This is an optimization exercise on Yosys and OpenROAD, whose aim is small area, not a production implementation.
At most, simulation tests tie the RTL to the original design; equivalence was not proved.

==> inputs of run a <==
Design cordic_pipe_rtl, start of the top module:
module cordic_pipe_rtl( clock, reset, ce, angle_in, sin_out, cos_out, valid_out );
export LEC_CHECK = 0
export CAP_MARGIN = 20
export CORE_MARGIN = 2
export CORE_UTILIZATION = 60
export CTS_BUF_LIST = sky130_fd_sc_hd__clkbuf_8
export CTS_CLUSTER_DIAMETER = 60
export CTS_CLUSTER_SIZE = 16
export SLEW_MARGIN = 20
create_clock -name core_clock -period 5.0 [get_ports {clock}]
standard.sh (not shown) runs the stock make flow with config.mk's settings and CLKGATE_MAP_FILE= SYNTH_SCRIPT=/design/flow/synth_recipe.tcl, a recipe that flattens the netlist after the stock synthesis.
==> flow/flow/run.sh <==
#!/bin/bash
# Layout flow: the standard ORFS flow with a smaller clock tree (no dummy loads,
# clkbuf_8 leaf buffers in clusters of at most 16 sinks) and buf_1 port buffers.
set -o pipefail
cp standard.sh standard_sh_copy.txt
export CTS_ARGS="-sink_clustering_enable -repair_clock_nets -dont_use_dummy_load -buf_list sky130_fd_sc_hd__clkbuf_8 -sink_clustering_size 16 -sink_clustering_max_diameter 60"
export BUFFER_PORTS_ARGS="-buffer_cell sky130_fd_sc_hd__buf_1"
bash standard.sh > standard.log 2>&1
==> run b (differences from run a) <==
==> flow/design.v (replaced) <==
module mul621_fast (input [11:0] x, output [11:0] y);
wire signed [11:0] xx = x;
wire signed [21:0] xs = xx;
wire signed [21:0] a = (xs <<< 3) + xs;
wire signed [21:0] p = (a <<< 6) + (a <<< 2) + a;
assign y = p[21:10];
endmodule
module add_sh_hyb6 #(parameter J = 1) (input [11:0] a, input [11:0] b, input neg, output [11:0] y);
localparam N = 12 - J;
wire [11:0] x = (b >> J) ^ {12{neg}};    
wire [N:0] c;
assign c[0] = neg;
genvar i;
generate for (i = 0; i < N; i = i + 1) begin : g
  assign y[i] = a[i] ^ x[i] ^ c[i];
  assign c[i+1] = (a[i] & x[i]) | (c[i] & (a[i] | x[i]));
end endgenerate
wire k = b[11] ^ neg;      
wire chg = k ^ c[N];       
wire [J:0] run;
assign run[0] = chg;
generate for (i = 0; i < J; i = i + 1) begin : h
  assign y[N+i] = a[N+i] ^ run[i];
  assign run[i+1] = run[i] & (a[N+i] ^ ~c[N]);
end endgenerate
endmodule
module cordic_pipe_rtl( clock, reset, ce, angle_in, sin_out, cos_out, valid_out );
input clock, reset, ce;
input [11:0] angle_in;
output [11:0] sin_out, cos_out;
output valid_out;
reg [3:0] vcnt;
always @(posedge clock) if (reset) vcnt <= 4'd0; else if (ce && vcnt != 4'd15) vcnt <= vcnt + 4'd1;
assign valid_out = (vcnt == 4'd15);
reg signed [11:0] r0;
always @(posedge clock) if (ce) r0 <= angle_in;
wire d0 = r0 > 12'sd0;
wire d1 = d0 ? (r0 > 12'sd804) : (r0 > -12'sd804);
reg d2, d3;
always @* case ({d0,d1})
  2'b11: d2 = r0 > 12'sd1279; 2'b10: d2 = r0 > 12'sd329; 2'b01: d2 = r0 > -12'sd329; default: d2 = r0 > -12'sd1279;
endcase
always @* case ({d0,d1,d2})
  3'b111: d3 = r0 > 12'sd1530; 3'b110: d3 = r0 > 12'sd1028; 3'b101: d3 = r0 > 12'sd580;  3'b100: d3 = r0 > 12'sd78;
  3'b011: d3 = r0 > -12'sd78;  3'b010: d3 = r0 > -12'sd580; 3'b001: d3 = r0 > -12'sd1028; default: d3 = r0 > -12'sd1530;
endcase
reg [15:0] r1;
always @(posedge clock) if (ce) r1 <= {d0, d1, d2, d3, r0};
wire signed [12:0] t4;    
wire [15:0] t4_b0 = 16'h0000;
assign t4[0] = t4_b0[r1[15:12]];
wire [15:0] t4_b1 = 16'h9696;
assign t4[1] = t4_b1[r1[15:12]];
wire [15:0] t4_b2 = 16'he8e8;
assign t4[2] = t4_b2[r1[15:12]];
wire [15:0] t4_b3 = 16'h3cc3;
assign t4[3] = t4_b3[r1[15:12]];
wire [15:0] t4_b4 = 16'h3f03;
assign t4[4] = t4_b4[r1[15:12]];
wire [15:0] t4_b5 = 16'h3f03;
assign t4[5] = t4_b5[r1[15:12]];
wire [15:0] t4_b6 = 16'h30f3;
assign t4[6] = t4_b6[r1[15:12]];
wire [15:0] t4_b7 = 16'h3f03;
assign t4[7] = t4_b7[r1[15:12]];
wire [15:0] t4_b8 = 16'h6a56;
assign t4[8] = t4_b8[r1[15:12]];
wire [15:0] t4_b9 = 16'he631;
assign t4[9] = t4_b9[r1[15:12]];
wire [15:0] t4_b10 = 16'h1e0f;
assign t4[10] = t4_b10[r1[15:12]];
wire [15:0] t4_b11 = 16'hfe00;
assign t4[11] = t4_b11[r1[15:12]];
wire [15:0] t4_b12 = 16'hfe00;
assign t4[12] = t4_b12[r1[15:12]];
wire signed [11:0] q1 = r1[11:0];
wire signed [12:0] y4 = q1 + t4;
wire [6:0] v = y4[12] ? 7'd0 : (y4[11:8] != 4'd0) ? 7'd127 : y4[7:1];
reg [10:0] r2;
always @(posedge clock) if (ce) r2 <= {r1[15:12], v};
reg [10:0] r3;
always @(posedge clock) if (ce) r3 <= r2;
reg [10:0] r4;
always @(posedge clock) if (ce) r4 <= r3;
reg [10:0] r5;
always @(posedge clock) if (ce) r5 <= r4;
reg [10:0] r6;
always @(posedge clock) if (ce) r6 <= r5;
reg [10:0] r7;
always @(posedge clock) if (ce) r7 <= r6;
reg [10:0] r8;
always @(posedge clock) if (ce) r8 <= r7;
wire [11:0] sl1, cl2;   
wire [31:0] sl1_b0 = 32'hffffffff;
assign sl1[0] = sl1_b0[r8[10:6]];
wire [31:0] sl1_b1 = 32'h96696996;
assign sl1[1] = sl1_b1[r8[10:6]];
wire [31:0] sl1_b2 = 32'h69696969;
assign sl1[2] = sl1_b2[r8[10:6]];
wire [31:0] sl1_b3 = 32'h99669966;
assign sl1[3] = sl1_b3[r8[10:6]];
wire [31:0] sl1_b4 = 32'h5a5aa5a5;
assign sl1[4] = sl1_b4[r8[10:6]];
wire [31:0] sl1_b5 = 32'h003cc3ff;
assign sl1[5] = sl1_b5[r8[10:6]];
wire [31:0] sl1_b6 = 32'h17555517;
assign sl1[6] = sl1_b6[r8[10:6]];
wire [31:0] sl1_b7 = 32'he5cccc58;
assign sl1[7] = sl1_b7[r8[10:6]];
wire [31:0] sl1_b8 = 32'h0669699f;
assign sl1[8] = sl1_b8[r8[10:6]];
wire [31:0] sl1_b9 = 32'hf87171e0;
assign sl1[9] = sl1_b9[r8[10:6]];
wire [31:0] sl1_b10 = 32'hff817e00;
assign sl1[10] = sl1_b10[r8[10:6]];
wire [31:0] sl1_b11 = 32'h00017fff;
assign sl1[11] = sl1_b11[r8[10:6]];
wire [31:0] cl2_b0 = 32'hffffffff;
assign cl2[0] = cl2_b0[r8[10:6]];
wire [31:0] cl2_b1 = 32'h96699669;
assign cl2[1] = cl2_b1[r8[10:6]];
wire [31:0] cl2_b2 = 32'h96966969;
assign cl2[2] = cl2_b2[r8[10:6]];
wire [31:0] cl2_b3 = 32'h66999966;
assign cl2[3] = cl2_b3[r8[10:6]];
wire [31:0] cl2_b4 = 32'h5a5a5a5a;
assign cl2[4] = cl2_b4[r8[10:6]];
wire [31:0] cl2_b5 = 32'h3c00003c;
assign cl2[5] = cl2_b5[r8[10:6]];
wire [31:0] cl2_b6 = 32'haae81755;
assign cl2[6] = cl2_b6[r8[10:6]];
wire [31:0] cl2_b7 = 32'h33a7e5cc;
assign cl2[7] = cl2_b7[r8[10:6]];
wire [31:0] cl2_b8 = 32'h96600669;
assign cl2[8] = cl2_b8[r8[10:6]];
wire [31:0] cl2_b9 = 32'h8e1ff871;
assign cl2[9] = cl2_b9[r8[10:6]];
wire [31:0] cl2_b10 = 32'h81ffff81;
assign cl2[10] = cl2_b10[r8[10:6]];
wire [31:0] cl2_b11 = 32'h80000001;
assign cl2[11] = cl2_b11[r8[10:6]];
wire [11:0] s3, c4;   
add_sh_hyb6 #(5) u_s3 (.a(sl1), .b(cl2), .neg(~r8[5]), .y(s3));
add_sh_hyb6 #(5) u_c4 (.a(cl2), .b(sl1), .neg(r8[5]), .y(c4));
reg [11:0] rs9, rc9;
reg [4:0] rd9;
always @(posedge clock) if (ce) begin rs9 <= s3; rc9 <= c4; rd9 <= r8[4:0]; end
wire [11:0] s5, c6;   
add_sh_hyb6 #(6) u_s5 (.a(rs9), .b(rc9), .neg(~rd9[4]), .y(s5));
add_sh_hyb6 #(6) u_c6 (.a(rc9), .b(rs9), .neg(rd9[4]), .y(c6));
reg [11:0] rs10, rc10;
reg [3:0] rd10;
always @(posedge clock) if (ce) begin rs10 <= s5; rc10 <= c6; rd10 <= rd9[3:0]; end
wire [11:0] s7, c8;   
add_sh_hyb6 #(7) u_s7 (.a(rs10), .b(rc10), .neg(~rd10[3]), .y(s7));
add_sh_hyb6 #(7) u_c8 (.a(rc10), .b(rs10), .neg(rd10[3]), .y(c8));
reg [11:0] rs11, rc11;
reg [2:0] rd11;
always @(posedge clock) if (ce) begin rs11 <= s7; rc11 <= c8; rd11 <= rd10[2:0]; end
wire [11:0] s9, c10;   
add_sh_hyb6 #(8) u_s9 (.a(rs11), .b(rc11), .neg(~rd11[2]), .y(s9));
add_sh_hyb6 #(8) u_c10 (.a(rc11), .b(rs11), .neg(rd11[2]), .y(c10));
reg [11:0] rs12, rc12;
reg [1:0] rd12;
always @(posedge clock) if (ce) begin rs12 <= s9; rc12 <= c10; rd12 <= rd11[1:0]; end
wire [11:0] s11, c12;   
add_sh_hyb6 #(9) u_s11 (.a(rs12), .b(rc12), .neg(~rd12[1]), .y(s11));
add_sh_hyb6 #(9) u_c12 (.a(rc12), .b(rs12), .neg(rd12[1]), .y(c12));
wire [11:0] s13, c14;   
add_sh_hyb6 #(10) u_s13 (.a(s11), .b(c12), .neg(~rd12[0]), .y(s13));
add_sh_hyb6 #(10) u_c14 (.a(c12), .b(s11), .neg(rd12[0]), .y(c14));
reg [11:0] rs13, rc13;
always @(posedge clock) if (ce) begin rs13 <= s13; rc13 <= c14; end
wire [11:0] ms15, mc16;
mul621_fast u_ms15 (.x(rs13), .y(ms15));
mul621_fast u_mc16 (.x(rc13), .y(mc16));
reg [11:0] rs14, rc14;
always @(posedge clock) if (ce) begin rs14 <= ms15; rc14 <= mc16; end
assign sin_out = rs14;
assign cos_out = rc14;
endmodule
==> flow/flow/run.sh (replaced) <==
#!/bin/bash
# Layout flow: the standard ORFS flow (standard.sh) with
#  - synthesis without the generic ABC pass that yosys's synth runs before full-adder
#    extraction (registers are unchanged; only the combinational mapping differs),
#  - a smaller clock tree: no dummy loads, clkbuf_8 leaf buffers, clusters of at most 16 sinks,
#  - buf_1 cells as the port buffers.
# Each tool's output goes to standard.log in this folder.
set -o pipefail
export SYNTH_ARGS="-noabc"
export CTS_ARGS="-sink_clustering_enable -repair_clock_nets -dont_use_dummy_load -buf_list sky130_fd_sc_hd__clkbuf_8 -sink_clustering_size 16 -sink_clustering_max_diameter 60"
export BUFFER_PORTS_ARGS="-buffer_cell sky130_fd_sc_hd__buf_1"
bash standard.sh > standard.log 2>&1
- ABC_AREA: not set -> 1
- CTS_BUF_LIST: sky130_fd_sc_hd__clkbuf_8 -> not set
- CTS_CLUSTER_DIAMETER: 60 -> not set
- CTS_CLUSTER_SIZE: 16 -> not set
==> impl_metrics.env <==
export IMPL_status="finished clean"
export IMPL_drive_gt1_share_pct=12.3
export IMPL_seq_area_frac_synth_pct=48.1
export IMPL_grt_max_degree=70
export IMPL_m1WireLength_um=11800
export IMPL_start_util_pct=61.1
export IMPL_synth_cell_types=63
-- figures above: run b

==> impl_metrics.env <==
export IMPL_synth_ff_type="edfxtp_1"
export IMPL_status="finished clean"
export IMPL_drive_gt1_share_pct=8.48
export IMPL_start_util_pct=60.8
export IMPL_layout_nets=1688
export IMPL_synth_cell_types=82
export IMPL_seq_area_frac_synth_pct=47.2
export IMPL_grt_max_degree=140
export IMPL_design_area_um2=18100
export IMPL_required_ps=5280
export IMPL_m1WireLength_um=12300
-- figures above: run a

Function not checked in run b: the RTL went through the layout flow alone.

[separate check: timing with driven ports]
Ports are ideal in the flow. The routed layouts listed here were re-timed in OpenROAD.
Step 1, drivers: a clkbuf_16 drives clock and a buf_2 each remaining input, both assumed.
Step 2, shift: input delay + t, output delay - t, t = (earliest + latest rising clock arrival at the registers) / 2. This alone moves slack from input paths to output paths.
Slacks: no drivers / after step 1 / after step 2; pairs: no drivers / after step 1.
run	t (ns)	setup WS [ns]	pins driven straight from the clock port
run a	0.587	0.268 / 0.268 / 0.268	1
run b	0.579	0.177 / 0.177 / 0.177	1
After both steps setup and hold are still met in every run listed.
